Source: an optimization exercise on an open RTL-to-GDS flow (aim: small area). Production flows keep margins and buffers that such runs may drop. Only simulation tests tie the RTL to the original design; equivalence was not proved. The flow treats the clock pin as an ideal source, which a real chip does not have. Power figures rest on the tool's default switching activity, not on a simulated workload.

==> pepper <==
Design cmd_decoder, start of the top module:
module cmd_decoder
(
	md2udi, reset_, clock_m2rx24, rcvd_datareg, m2rxirqb,rst_out,load,tst_state,bit35
);
==> module cmd_decoder, before the edit <==
module cmd_decoder
(
	md2udi, reset_, clock_m2rx24, rcvd_datareg, m2rxirqb,rst_out,load,tst_state,bit35
);
	input md2udi;
	input reset_;
	input clock_m2rx24;
	output [15:0] rcvd_datareg;
	output m2rxirqb;
	output rst_out;
	output load;
	output [1:0] tst_state;
	output bit35;
localparam [3:0] IDLE_00 = 4'b0000,
                 IDLE1   = 4'b0001,
                 IDLE_01 = 4'b0010,
                 IDLE_11 = 4'b0110,
                 HEAD    = 4'b1000,
                 HEAD1   = 4'b1001,
                 START   = 4'b1010,
                 START1  = 4'b1011,
                 RECV    = 4'b1100,
                 RECV1   = 4'b1101,
                 WAIT    = 4'b1110,
                 WAIT1   = 4'b1111;
reg [3:0] state, next_state;
reg [4:0] scnt;         
reg [4:0] bcnt;         
reg [6:0] hr;           
reg [8:0] sr;           
reg [15:0] rcvd_datareg;
reg md2udireg;
reg rst_out;
wire sa = state[3], sp1 = state[2], sp0 = state[1], sm = state[0];
wire in_head  = sa & ~sp1 & ~sp0;
wire in_start = sa & ~sp1 & sp0;
wire in_recv  = sa & sp1 & ~sp0;
wire in_wait  = sa & sp1 & sp0;
wire upd_md   = ~sa | in_wait;
wire s9   = scnt[3] & scnt[2];
wire s23  = scnt[3] & scnt[2] & scnt[0];
wire term = in_head ? s9 : s23;
wire blast = &bcnt;
wire tick  = in_recv & s23;
wire ld    = tick & blast;
wire [15:0] word = {hr[3], hr[1], sr[8:0], hr[6], hr[5], hr[4], hr[2], hr[0]};
wire h_cmd  = (hr == 7'b0001001) | (hr == 7'b0001010) | (hr == 7'b0000101) | (hr == 7'b0000110);
wire h_data = (hr == 7'b1111001) | (hr == 7'b1111010) | (hr == 7'b1110101) | (hr == 7'b1110110);
wire h_zero = (hr == 7'b0000000);
wire c99    = (word[15:8] == 8'h99);
wire c_irq  = (c99 & (word[7:4] <= 4'ha)) | (word[15:4] == 12'h034);
wire c_w1   = c99 & (word[7:4] != 4'h0) & (word[7:4] != 4'h1) & (word[7:4] != 4'h4) & (word[7:4] <= 4'ha);
wire irq    = ld & (state[0] | c_irq);
wire rst_en = ld & ~state[0] & (word == 16'h0300);
wire loaddata = in_start & (h_cmd | (state[0] & h_data));
wire hs = in_head | (in_start & s23);
wire ss = tick & bcnt[0] & ~(bcnt[4] & bcnt[3] & bcnt[2]);
wire sh = hs | ss;
wire din = md2udi & term;
assign load = ld;
assign bit35 = in_recv & blast;
assign m2rxirqb = ~in_recv & bcnt[4];
assign tst_state[1] = sp1 & (sa | ~md2udireg);
assign tst_state[0] = (sp0 & (sa | ~md2udireg)) | ld;
always @(*)
begin
	next_state[3] = ~sa ? md2udireg : (sp1 & sp0) ? ~(sm ^ md2udireg) : ~(sp0 & ~sp1 & h_zero);
	next_state[2] = ~sa ? (sp1 & ~md2udireg) : sp1 ? (~(sp0 & sm) | md2udireg) : loaddata;
	next_state[1] = ~sa ? (sp0 & ~md2udireg) : sp1 ? (sp0 ? (~sm | md2udireg) : ld) : (sp0 ? ~loaddata : s9);
	next_state[0] = in_start ? (sm & ~h_cmd & ~h_zero) : in_recv ? (sm | (ld & c_w1)) : sm;
end
always @(posedge clock_m2rx24, negedge reset_)
begin
	if (reset_ == 0)
	begin
		state <= IDLE_00;
		bcnt <= 5'd0;
		rcvd_datareg <= 16'd0;
	end
	else
	begin
		state <= next_state;
		if (in_recv ? s23 : (loaddata | bcnt[4]))
			bcnt <= (bcnt + 5'd1) | {irq, 1'b0, irq, irq, irq};
		if (ld)
			rcvd_datareg <= word;
	end
end
always @(posedge clock_m2rx24)
begin
	if (~sa & ~sp0)
		scnt <= 5'b01010;
	else if (sa & ~in_wait)
		scnt <= term ? 5'b01010 : {scnt[3:0], ~(scnt[4] ^ scnt[1])};
	if (upd_md)
		md2udireg <= md2udi & reset_;
	rst_out <= ~rst_en;
	if (sh)
		hr[0] <= din;
	if (hs)
	begin
		hr[1] <= hr[0];
		hr[3] <= hr[2];
	end
	if (hs)
	begin
		hr[2] <= hr[1];
		hr[4] <= hr[3];
	end
	else if (ss)
	begin
		hr[2] <= hr[0];
		hr[4] <= hr[2];
	end
	if (sh)
	begin
		hr[6:5] <= hr[5:4];
		sr <= {sr[7:0], hr[6]};
	end
end
endmodule
clock: 10.0 ns
lec_check: 0
cap_margin: 0
core_margin: 2
core_utilization: 55
place_density: 0.75
slew_margin: 0
standard.sh (not shown) runs the stock make flow with config.mk's settings and CLKGATE_MAP_FILE= SYNTH_SCRIPT=/design/flow/synth_recipe.tcl, a recipe that flattens the netlist after the stock synthesis.
==> flow/flow/run.sh <==
#!/bin/bash
# Layout flow: the standard synthesis, then an area-oriented re-mapping of the
# combinational logic only (every register instance is kept as synthesised and
# the result is proven equal to the standard netlist), then the standard ORFS
# floorplan..finish with the smallest port buffers and a two-level clock tree
# built before CTS.
set -euo pipefail
HERE=$(pwd)
FD=$HERE/flow
R=$HERE/orfs/results/$FLOW_PLATFORM/cmd_decoder/base
LIB=$FLOW_HOME/platforms/$FLOW_PLATFORM/lib/sky130_fd_sc_hd__tt_025C_1v80.lib

# 1. standard synthesis
bash standard.sh synth > synth_std.log 2>&1
cp $R/1_2_yosys.v $HERE/netlist_std.v

# 2. re-map the combinational logic for area, several ABC seeds in parallel
python3 $FD/mkmodels.py $LIB $HERE/cell_models.v > mkmodels.log 2>&1
DU=$(sed -n '/DONT_USE_CELLS/,/^$/p' $FLOW_HOME/platforms/$FLOW_PLATFORM/config.mk | grep -o 'sky130_fd_sc_hd__[A-Za-z0-9_]*' | sed 's/^/-dont_use /' | tr '\n' ' ')
resyn() {
  # $1: run name, $2: deepsyn options
  local S=$1
  printf 'strash\n&get -n\n&deepsyn %s\n&put\ndch\namap\ntopo\n' "$2" > $HERE/area_$S.abc
  cat > $HERE/resyn_$S.ys <<EOT
read_liberty -lib $LIB
read_verilog -overwrite $HERE/cell_models.v
read_verilog $HERE/netlist_std.v
hierarchy -top $FLOW_TOP
flatten
opt -purge
techmap
opt -fast -purge
abc -liberty $LIB $DU -script $HERE/area_$S.abc
opt_clean -purge
rename -hide w:*.*
hilomap -singleton -hicell sky130_fd_sc_hd__conb_1 HI -locell sky130_fd_sc_hd__conb_1 LO
setundef -zero
splitnets
opt_clean -purge
tee -o $HERE/resyn_$S.stat stat -liberty $LIB
write_verilog -noattr -noexpr -nohex -nodec $HERE/netlist_resyn_$S.v
EOT
  yosys -l resyn_$S.log -q $HERE/resyn_$S.ys > /dev/null 2>&1 || return 0
  # prove it equal to the standard netlist (registers paired by name)
  cat > $HERE/equiv_$S.ys <<EOT
read_verilog $HERE/cell_models.v $FD/ffmodels.v
read_verilog $HERE/netlist_std.v
rename $FLOW_TOP gold
read_verilog $HERE/netlist_resyn_$S.v
rename $FLOW_TOP gate
hierarchy -check
flatten gold gate
rename -hide gold/w:_* gate/w:_*
proc
async2sync
opt_clean
equiv_make gold gate equiv
hierarchy -top equiv
equiv_simple -seq 2
equiv_induct
equiv_status -assert
EOT
  if yosys -l equiv_$S.log -q $HERE/equiv_$S.ys > /dev/null 2>&1; then
    grep "Chip area" $HERE/resyn_$S.stat | awk -v s=$S '{print $NF, s}' > $HERE/resyn_$S.ok
  fi
}
# deterministic short runs over seeds, then longer timed runs
for J in 10 20 40; do
  for S in 0 1 2 3 4 5 6 7; do resyn j${J}s$S "-J $J -S $S -T 100" & done
  wait
done
for S in 0 1 2 3; do resyn t$S "-T 30 -S $S" & done
wait
cp $HERE/netlist_std.v $R/1_2_yosys.v
if ls $HERE/resyn_*.ok > /dev/null 2>&1; then
  best=$(cat $HERE/resyn_*.ok | sort -g | head -1 | awk '{print $2}')
  cat $HERE/resyn_*.ok > resyn_status.log
  echo "using seed $best" >> resyn_status.log
  cp $HERE/netlist_resyn_$best.v $R/1_2_yosys.v
else
  echo "no re-mapped netlist proven equal; standard netlist used" > resyn_status.log
fi
rm -f $R/1_synth.odb $R/1_synth.sdc
bash standard.sh synth > synth_odb.log 2>&1

# 3. layout
export CLK_PORT_NAME=clock_m2rx24
export CLK_SLEW_TARGET=0.112
C=sky130_fd_sc_hd__clkbuf
export CLK_CANDIDATES="{1 ${C}_16 -} {3 ${C}_4 ${C}_2} {2 ${C}_8 ${C}_2} {4 ${C}_4 ${C}_2} {5 ${C}_4 ${C}_2} {3 ${C}_8 ${C}_2} {6 ${C}_4 ${C}_2} {2 ${C}_16 ${C}_2} {4 ${C}_8 ${C}_2}"
export PRE_CTS_TCL=$FD/pre_cts.tcl
export BUFFER_PORTS_ARGS="-buffer_cell sky130_fd_sc_hd__buf_1"
bash standard.sh > layout.log 2>&1
==> flow/flow/pre_cts.tcl <==
# Clock distribution for a small design, built before CTS (which then finds
# the clock net already buffered): the clock port drives one root buffer,
# which drives k leaf buffers, each feeding a compact group of flip-flops.
# Candidate trees are tried from the smallest cell area up; the first whose
# estimated flip-flop clock slew stays under CLK_SLEW_TARGET (ns) is kept.
set clk_name $::env(CLK_PORT_NAME)
set target $::env(CLK_SLEW_TARGET)
set cands $::env(CLK_CANDIDATES)

proc split_groups {sinks k} {
  if {$k <= 1} { return [list $sinks] }
  set xs {}; set ys {}
  foreach e $sinks { lappend xs [lindex $e 0]; lappend ys [lindex $e 1] }
  set xs [lsort -integer $xs]; set ys [lsort -integer $ys]
  set axis [expr {([lindex $xs end] - [lindex $xs 0]) >= ([lindex $ys end] - [lindex $ys 0]) ? 0 : 1}]
  set sinks [lsort -integer -index $axis $sinks]
  set k1 [expr {$k / 2}]
  set n [llength $sinks]
  set cut [expr {($n * $k1 + $k / 2) / $k}]
  return [concat [split_groups [lrange $sinks 0 [expr {$cut - 1}]] $k1] \
                 [split_groups [lrange $sinks $cut end] [expr {$k - $k1}]]]
}

proc clk_sinks {clk_name} {
  set sinks {}
  foreach p [get_pins -of_objects [get_nets $clk_name]] {
    set inst [[sta::sta_to_db_pin $p] getInst]
    set loc [$inst getLocation]
    lappend sinks [list [lindex $loc 0] [lindex $loc 1] [get_full_name $p]]
  }
  return $sinks
}

proc max_clk_slew {} {
  estimate_parasitics -placement
  set mx 0
  foreach p [get_pins -hierarchical */CLK] {
    set s [get_property $p slew_max]
    if {$s > $mx} { set mx $s }
  }
  return $mx
}

proc inst_names {} {
  set l {}
  foreach i [[ord::get_db_block] getInsts] { lappend l [$i getName] }
  return $l
}

set sinks [clk_sinks $clk_name]
puts "pre_cts: [llength $sinks] clock sinks"
set_propagated_clock [all_clocks]
set done 0
foreach cand $cands {
  lassign $cand k leaf root
  set before [inst_names]
  foreach grp [split_groups $sinks $k] {
    set pins {}
    foreach e $grp { lappend pins [get_pins [lindex $e 2]] }
    insert_buffer -buffer_cell $leaf -net $clk_name -load_pins $pins
  }
  if {$root ne "-"} { insert_buffer -buffer_cell $root -net $clk_name }
  set slew [max_clk_slew]
  puts "pre_cts: $k x $leaf, root $root: max clock slew [format %.1f [expr {$slew * 1e3}]] ps"
  if {$slew <= $target} { set done 1; break }
  set added {}
  set names {}
  foreach n [inst_names] { if {[lsearch -exact $before $n] < 0} { lappend names $n } }
  puts "pre_cts: removing $names"
  foreach n $names { remove_buffers [get_cells $n] }
}
if {!$done} { puts "pre_cts: no candidate met the target; CTS builds the tree" }
unset_propagated_clock [all_clocks]
Other scripts of this flow, unchanged in this note and not shown: flow/flow/ffmodels.v, flow/flow/mkmodels.py
==> quartz: changes against pepper <==
--- a/flow/flow/run.sh
+++ b/flow/flow/run.sh
@@ -18,9 +18,9 @@
 python3 $FD/mkmodels.py $LIB $HERE/cell_models.v > mkmodels.log 2>&1
 DU=$(sed -n '/DONT_USE_CELLS/,/^$/p' $FLOW_HOME/platforms/$FLOW_PLATFORM/config.mk | grep -o 'sky130_fd_sc_hd__[A-Za-z0-9_]*' | sed 's/^/-dont_use /' | tr '\n' ' ')
 resyn() {
-  # $1: run name, $2: deepsyn options
+  # $1: run name, $2: deepsyn options, $3: mapping command (default amap)
   local S=$1
-  printf 'strash\n&get -n\n&deepsyn %s\n&put\ndch\namap\ntopo\n' "$2" > $HERE/area_$S.abc
+  printf 'strash\n&get -n\n&deepsyn %s\n&put\ndch\n%s\ntopo\n' "$2" "${3:-amap}" > $HERE/area_$S.abc
   cat > $HERE/resyn_$S.ys <<EOT
 read_liberty -lib $LIB
 read_verilog -overwrite $HERE/cell_models.v
@@ -71,12 +71,24 @@
 done
 for S in 0 1 2 3; do resyn t$S "-T 30 -S $S" & done
 wait
+# the same with a longer area recovery in the mapper
+for S in 0 1 2 3 4 5 6 7; do resyn a$S "-J 20 -S $S -T 100" "amap -F 3 -A 8 -C 2000" & done
+wait
 cp $HERE/netlist_std.v $R/1_2_yosys.v
 if ls $HERE/resyn_*.ok > /dev/null 2>&1; then
   best=$(cat $HERE/resyn_*.ok | sort -g | head -1 | awk '{print $2}')
   cat $HERE/resyn_*.ok > resyn_status.log
   echo "using seed $best" >> resyn_status.log
   cp $HERE/netlist_resyn_$best.v $R/1_2_yosys.v
+  # buffer nets whose load exceeds what their driving cell may carry
+  python3 $FD/capfix.py $LIB $HERE/netlist_resyn_$best.v $HERE/netlist_capfix.v > capfix.log 2>&1 || true
+  if [[ -s $HERE/netlist_capfix.v ]]; then
+    sed "s#netlist_resyn_$best.v#netlist_capfix.v#" $HERE/equiv_$best.ys > $HERE/equiv_capfix.ys
+    if yosys -l equiv_capfix.log -q $HERE/equiv_capfix.ys > /dev/null 2>&1; then
+      echo "capfix netlist proven equal, used" >> resyn_status.log
+      cp $HERE/netlist_capfix.v $R/1_2_yosys.v
+    fi
+  fi
 else
   echo "no re-mapped netlist proven equal; standard netlist used" > resyn_status.log
 fi
@@ -85,9 +97,12 @@
 
 # 3. layout
 export CLK_PORT_NAME=clock_m2rx24
-export CLK_SLEW_TARGET=0.112
+export CLK_SLEW_TARGET=0.108
 C=sky130_fd_sc_hd__clkbuf
-export CLK_CANDIDATES="{1 ${C}_16 -} {3 ${C}_4 ${C}_2} {2 ${C}_8 ${C}_2} {4 ${C}_4 ${C}_2} {5 ${C}_4 ${C}_2} {3 ${C}_8 ${C}_2} {6 ${C}_4 ${C}_2} {2 ${C}_16 ${C}_2} {4 ${C}_8 ${C}_2}"
+B=sky130_fd_sc_hd__buf
+export CLK_CANDIDATES="{1 ${C}_16 -} {3 ${B}_4 ${C}_1} {3 ${C}_4 ${C}_1} {4 ${B}_4 ${C}_1} {3 ${B}_6 ${C}_1} {5 ${B}_4 ${C}_1} {3 ${C}_8 ${C}_1} {4 ${B}_6 ${C}_1} {6 ${B}_4 ${C}_1} {3 ${C}_8 ${C}_2} {4 ${C}_8 ${C}_2} {5 ${C}_8 ${C}_2}"
 export PRE_CTS_TCL=$FD/pre_cts.tcl
+export PRE_RESIZE_TCL=$FD/pre_resize.tcl
+export PORT_BUF_STRONG=sky130_fd_sc_hd__buf_2
 export BUFFER_PORTS_ARGS="-buffer_cell sky130_fd_sc_hd__buf_1"
 bash standard.sh > layout.log 2>&1
==> flow/flow/capfix.py (new file) <==
# Give a buffer to every net whose pin load is too much for its driving cell.
# usage: capfix.py liberty.lib in.v out.v
# The loads of such a net move behind the smallest buffer that can drive them
# (the driver then sees one buffer input), so the layout's repair need not
# upsize the driver and add its own buffer. Registers are left as they are.
import re, sys
lib, src, dst = sys.argv[1:4]
WIRE = 0.0015          # pF of wire assumed per load pin
LIMIT = 0.8            # use at most this share of a cell's max_capacitance
txt = open(lib).read()
cap, maxcap, outpins = {}, {}, {}
for m in re.finditer(r'\n\s*cell\s*\(\s*"?(\w+)"?\s*\)\s*\{', txt):
    name = m.group(1)
    end = txt.find('\n    cell (', m.end())
    body = txt[m.end(): end if end > 0 else len(txt)]
    for pm in re.finditer(r'\bpin\s*\(\s*"?(\w+)"?\s*\)\s*\{', body):
        nxt = body.find(' pin (', pm.end())
        pb = body[pm.end(): nxt if nxt > 0 else len(body)]
        d = re.search(r'direction\s*:\s*"?(\w+)"?', pb)
        if not d:
            continue
        if d.group(1) == 'input':
            c = re.search(r'\bcapacitance\s*:\s*([\d.eE+-]+)', pb)
            if c:
                cap[(name, pm.group(1))] = float(c.group(1))
        elif d.group(1) == 'output':
            c = re.search(r'max_capacitance\s*:\s*([\d.eE+-]+)', pb)
            outpins.setdefault(name, set()).add(pm.group(1))
            if c:
                maxcap[(name, pm.group(1))] = float(c.group(1))
v = open(src).read()
cells = list(re.finditer(r'^(\s*)(sky130_fd_sc_hd__\w+)\s+(\S+)\s*\((.*?)\);', v, re.M | re.S))
drivers, loads = {}, {}
for ci, m in enumerate(cells):
    t = m.group(2)
    for pm in re.finditer(r'\.(\w+)\(([^()]*)\)', m.group(4)):
        pin, net = pm.group(1), pm.group(2).strip()
        if pin in outpins.get(t, ()):
            drivers[net] = (ci, t, pin)
        else:
            loads.setdefault(net, []).append((ci, t, pin))
bufs = [('sky130_fd_sc_hd__buf_1', 0.130015), ('sky130_fd_sc_hd__buf_2', 0.315867),
        ('sky130_fd_sc_hd__buf_4', 0.561228)]
fix = {}
for net, (ci, t, pin) in drivers.items():
    if '__df' in t or '__edf' in t or net not in loads:
        continue
    ls = loads[net]
    load = sum(cap.get((lt, lp), 0.002) + WIRE for _, lt, lp in ls)
    mc = maxcap.get((t, pin))
    if mc is None or load <= LIMIT * mc:
        continue
    for b, bmc in bufs:
        if load <= LIMIT * bmc:
            fix[net] = b
            break
print('nets buffered:', len(fix))
# rewrite load connections
edits = {}
newdecl, newcells = [], []
for k, (net, b) in enumerate(sorted(fix.items())):
    nn = 'capfix_net_%d' % k
    print(' ', net, '->', b, len(loads[net]), 'loads')
    newdecl.append('  wire %s;\n' % nn)
    newcells.append('  %s capfix_buf_%d (\n    .A(%s),\n    .X(%s)\n  );\n' % (b, k, net if not net.startswith('\\') else net + ' ', nn))
    for ci, lt, lp in loads[net]:
        edits.setdefault(ci, []).append((lp, nn))
out, pos = [], 0
for ci, m in enumerate(cells):
    if ci not in edits:
        continue
    body = m.group(0)
    for lp, nn in edits[ci]:
        body = re.sub(r'\.%s\(([^()]*)\)' % lp, '.%s(%s)' % (lp, nn), body, count=1)
    out.append(v[pos:m.start()]); out.append(body); pos = m.end()
out.append(v[pos:])
v = ''.join(out)
i = v.index('endmodule')
j = v.index(';', v.index('module ')) + 2
v = v[:j] + ''.join(newdecl) + v[j:i] + ''.join(newcells) + v[i:]
open(dst, 'w').write(v)
==> flow/flow/pre_resize.tcl (new file) <==
# An input port buffer that drives many pins (the reset) gets a cell whose
# maximum load covers them, instead of a second buffer added by repair.
foreach inst [get_cells input*] {
  set out [get_pins -of_objects $inst -filter "direction==output"]
  set net [get_nets -of_objects $out]
  set n [llength [get_pins -of_objects $net -filter "direction==input"]]
  if {$n > 8} {
    puts "pre_resize: [get_full_name $inst] drives $n pins, now $::env(PORT_BUF_STRONG)"
    replace_cell $inst $::env(PORT_BUF_STRONG)
  }
}
--- a/flow/config.mk
+++ b/flow/config.mk
@@ -8,5 +8,6 @@
 export CAP_MARGIN = 0
 export CORE_MARGIN = 2
 export CORE_UTILIZATION = 55
+export GPL_TIMING_DRIVEN = 0
 export PLACE_DENSITY = 0.75
 export SLEW_MARGIN = 0
==> raven: changes against pepper <==
--- a/flow/design.v
+++ b/flow/design.v
@@ -14,15 +14,15 @@
 localparam [3:0] IDLE_00 = 4'b0000,
                  IDLE1   = 4'b0001,
                  IDLE_01 = 4'b0010,
-                 IDLE_11 = 4'b0110,
+                 IDLE_11 = 4'b0100,
+                 WAIT    = 4'b0110,
+                 WAIT1   = 4'b0111,
                  HEAD    = 4'b1000,
                  HEAD1   = 4'b1001,
                  START   = 4'b1010,
                  START1  = 4'b1011,
                  RECV    = 4'b1100,
-                 RECV1   = 4'b1101,
-                 WAIT    = 4'b1110,
-                 WAIT1   = 4'b1111;
+                 RECV1   = 4'b1101;
 reg [3:0] state, next_state;
 reg [4:0] scnt;         
 reg [4:0] bcnt;         
@@ -31,12 +31,11 @@
 reg [15:0] rcvd_datareg;
 reg md2udireg;
 reg rst_out;
-wire sa = state[3], sp1 = state[2], sp0 = state[1], sm = state[0];
-wire in_head  = sa & ~sp1 & ~sp0;
-wire in_start = sa & ~sp1 & sp0;
-wire in_recv  = sa & sp1 & ~sp0;
-wire in_wait  = sa & sp1 & sp0;
-wire upd_md   = ~sa | in_wait;
+wire in_head  = state[3] & ~state[2] & ~state[1];
+wire in_start = state[3] & state[1];
+wire in_recv  = state[3] & state[2];
+wire upd_md   = ~state[3];
+wire in_wait  = ~state[3] & state[2] & state[1];
 wire s9   = scnt[3] & scnt[2];
 wire s23  = scnt[3] & scnt[2] & scnt[0];
 wire term = in_head ? s9 : s23;
@@ -59,15 +58,17 @@
 wire din = md2udi & term;
 assign load = ld;
 assign bit35 = in_recv & blast;
-assign m2rxirqb = ~in_recv & bcnt[4];
-assign tst_state[1] = sp1 & (sa | ~md2udireg);
-assign tst_state[0] = (sp0 & (sa | ~md2udireg)) | ld;
+assign m2rxirqb = ~in_recv & (|bcnt);
+assign tst_state[1] = state[2] & (state[3] | state[1] | ~md2udireg);
+assign tst_state[0] = (state[1] & (state[3] | state[2])) | ld |
+                      (~state[3] & (state[2] ^ state[1]) & ~md2udireg);
+wire sa = state[3], sp1 = state[2], sp0 = state[1], sm = state[0];
 always @(*)
 begin
-	next_state[3] = ~sa ? md2udireg : (sp1 & sp0) ? ~(sm ^ md2udireg) : ~(sp0 & ~sp1 & h_zero);
-	next_state[2] = ~sa ? (sp1 & ~md2udireg) : sp1 ? (~(sp0 & sm) | md2udireg) : loaddata;
-	next_state[1] = ~sa ? (sp0 & ~md2udireg) : sp1 ? (sp0 ? (~sm | md2udireg) : ld) : (sp0 ? ~loaddata : s9);
-	next_state[0] = in_start ? (sm & ~h_cmd & ~h_zero) : in_recv ? (sm | (ld & c_w1)) : sm;
+	next_state[3] = sa ? ~(sp0 & h_zero) & ~ld : md2udireg & ~(sp1 & sp0);
+	next_state[2] = sa ? (sp1 | loaddata) : sp1 & (sp0 ? (~sm | md2udireg) : ~md2udireg);
+	next_state[1] = sa ? (sp1 ? ld : (sp0 ? ~loaddata : s9)) : sp0 & ~(sm ^ md2udireg);
+	next_state[0] = (sa & sp1) ? (sm | (ld & c_w1)) : (sa & sp0) ? (sm & ~h_cmd & ~h_zero) : sm;
 end
 always @(posedge clock_m2rx24, negedge reset_)
 begin
@@ -80,7 +81,7 @@
 	else
 	begin
 		state <= next_state;
-		if (in_recv ? s23 : (loaddata | bcnt[4]))
+		if (in_recv ? s23 : (loaddata | (|bcnt)))
 			bcnt <= (bcnt + 5'd1) | {irq, 1'b0, irq, irq, irq};
 		if (ld)
 			rcvd_datareg <= word;
@@ -88,9 +89,9 @@
 end
 always @(posedge clock_m2rx24)
 begin
-	if (~sa & ~sp0)
+	if (~state[3] & ~state[1])
 		scnt <= 5'b01010;
-	else if (sa & ~in_wait)
+	else if (state[3])
 		scnt <= term ? 5'b01010 : {scnt[3:0], ~(scnt[4] ^ scnt[1])};
 	if (upd_md)
 		md2udireg <= md2udi & reset_;
--- a/flow/flow/run.sh
+++ b/flow/flow/run.sh
@@ -18,9 +18,8 @@
 python3 $FD/mkmodels.py $LIB $HERE/cell_models.v > mkmodels.log 2>&1
 DU=$(sed -n '/DONT_USE_CELLS/,/^$/p' $FLOW_HOME/platforms/$FLOW_PLATFORM/config.mk | grep -o 'sky130_fd_sc_hd__[A-Za-z0-9_]*' | sed 's/^/-dont_use /' | tr '\n' ' ')
 resyn() {
-  # $1: run name, $2: deepsyn options
   local S=$1
-  printf 'strash\n&get -n\n&deepsyn %s\n&put\ndch\namap\ntopo\n' "$2" > $HERE/area_$S.abc
+  printf 'strash\n&get -n\n&deepsyn -T 30 -S %s\n&put\ndch\namap\ntopo\n' $S > $HERE/area_$S.abc
   cat > $HERE/resyn_$S.ys <<EOT
 read_liberty -lib $LIB
 read_verilog -overwrite $HERE/cell_models.v
@@ -64,12 +63,7 @@
     grep "Chip area" $HERE/resyn_$S.stat | awk -v s=$S '{print $NF, s}' > $HERE/resyn_$S.ok
   fi
 }
-# deterministic short runs over seeds, then longer timed runs
-for J in 10 20 40; do
-  for S in 0 1 2 3 4 5 6 7; do resyn j${J}s$S "-J $J -S $S -T 100" & done
-  wait
-done
-for S in 0 1 2 3; do resyn t$S "-T 30 -S $S" & done
+for S in 0 1 2 3; do resyn $S & done
 wait
 cp $HERE/netlist_std.v $R/1_2_yosys.v
 if ls $HERE/resyn_*.ok > /dev/null 2>&1; then
--- a/flow/flow/pre_cts.tcl
+++ b/flow/flow/pre_cts.tcl
@@ -64,10 +64,8 @@
   puts "pre_cts: $k x $leaf, root $root: max clock slew [format %.1f [expr {$slew * 1e3}]] ps"
   if {$slew <= $target} { set done 1; break }
   set added {}
-  set names {}
-  foreach n [inst_names] { if {[lsearch -exact $before $n] < 0} { lappend names $n } }
-  puts "pre_cts: removing $names"
-  foreach n $names { remove_buffers [get_cells $n] }
+  foreach n [inst_names] { if {[lsearch -exact $before $n] < 0} { lappend added [get_cells $n] } }
+  remove_buffers $added
 }
 if {!$done} { puts "pre_cts: no candidate met the target; CTS builds the tree" }
 unset_propagated_clock [all_clocks]
--- a/flow/config.mk
+++ b/flow/config.mk
@@ -7,6 +7,6 @@
 export LEC_CHECK = 0
 export CAP_MARGIN = 0
 export CORE_MARGIN = 2
-export CORE_UTILIZATION = 55
-export PLACE_DENSITY = 0.75
+export CORE_UTILIZATION = 75
+export PLACE_DENSITY = 0.9
 export SLEW_MARGIN = 0
==> comparison <==
quartz ran to the end with no violations. pepper finished clean. raven passed the timing, design-rule and antenna checks.
Total power, lowest first: pepper, raven, quartz.
Combinational power is about the same in raven and pepper.
Synthesized area is about the same in quartz and raven.
The lowest die area belongs to raven, the highest to quartz.
Of pepper and raven, pepper has the higher clock skew (gap 0.013 ns).
==> figures <==
|  | pepper | raven | quartz |
|---|---|---|---|
| Status | complete, no violations | complete, no violations | complete, no violations |
| Routed length on met1 | 1638 um | 1528 um | 1651 um |
| Worst EP arrival | 2.79 ns | 2.92 ns | 2.94 ns |
| Y dimension of the die | 63.11 um | 54.72 um | 63.17 um |
| Drt via density | 5.616 | 6.362 | 5.531 |
| Power consumed by sequential cells | 342 uW | 361 uW | 338 uW |
| First-pass GRT wire length | 6444 um | 5906 um | 6755 um |
| Starting utilization of the core area | 0.5759 | 0.7859 | 0.5771 |
| Post-route standard cell area excluding fillers | 2135 sq um | 2009 sq um | 2277 sq um |
| Power per cell area | 280.4 nW/um^2 | 305.6 nW/um^2 | 311.1 nW/um^2 |
| Clk network pwr share | 0.136 | 0.130 | 0.286 |
| Post-route worst hold slack | 0.4741 ns | 0.4729 ns | 0.4776 ns |

-- static timing again, ports no longer ideal --
The results above use ideal ports. As a check the final layouts listed here were re-extracted and re-timed, cells and wires unchanged. Step 1, drivers: a clkbuf_16 drives clock_m2rx24 and a buf_2 each remaining input, both assumed. Step 2 adds t to the input delays and takes it off the output delays; t is the mean of the earliest and latest rising clock arrival at the registers after step 1. Input paths then give back, and output paths get back, about the clock's delay inside the block. Three values: ideal ports, drivers, drivers and shift; two values: the first two.
run	t (ns)	slack for setup (ns)	worst setup path after step 2	worst data-port slew with drivers (ns)	cell pins on the clock port's net
pepper	0.405	5.211 / 5.198 / 5.603	register to output	0.03	1
quartz	0.735	5.057 / 5.044 / 5.779	register to output	0.03	1
raven	0.404	5.082 / 5.069 / 5.473	register to output	0.56	1
After both steps every run listed still meets setup and hold.
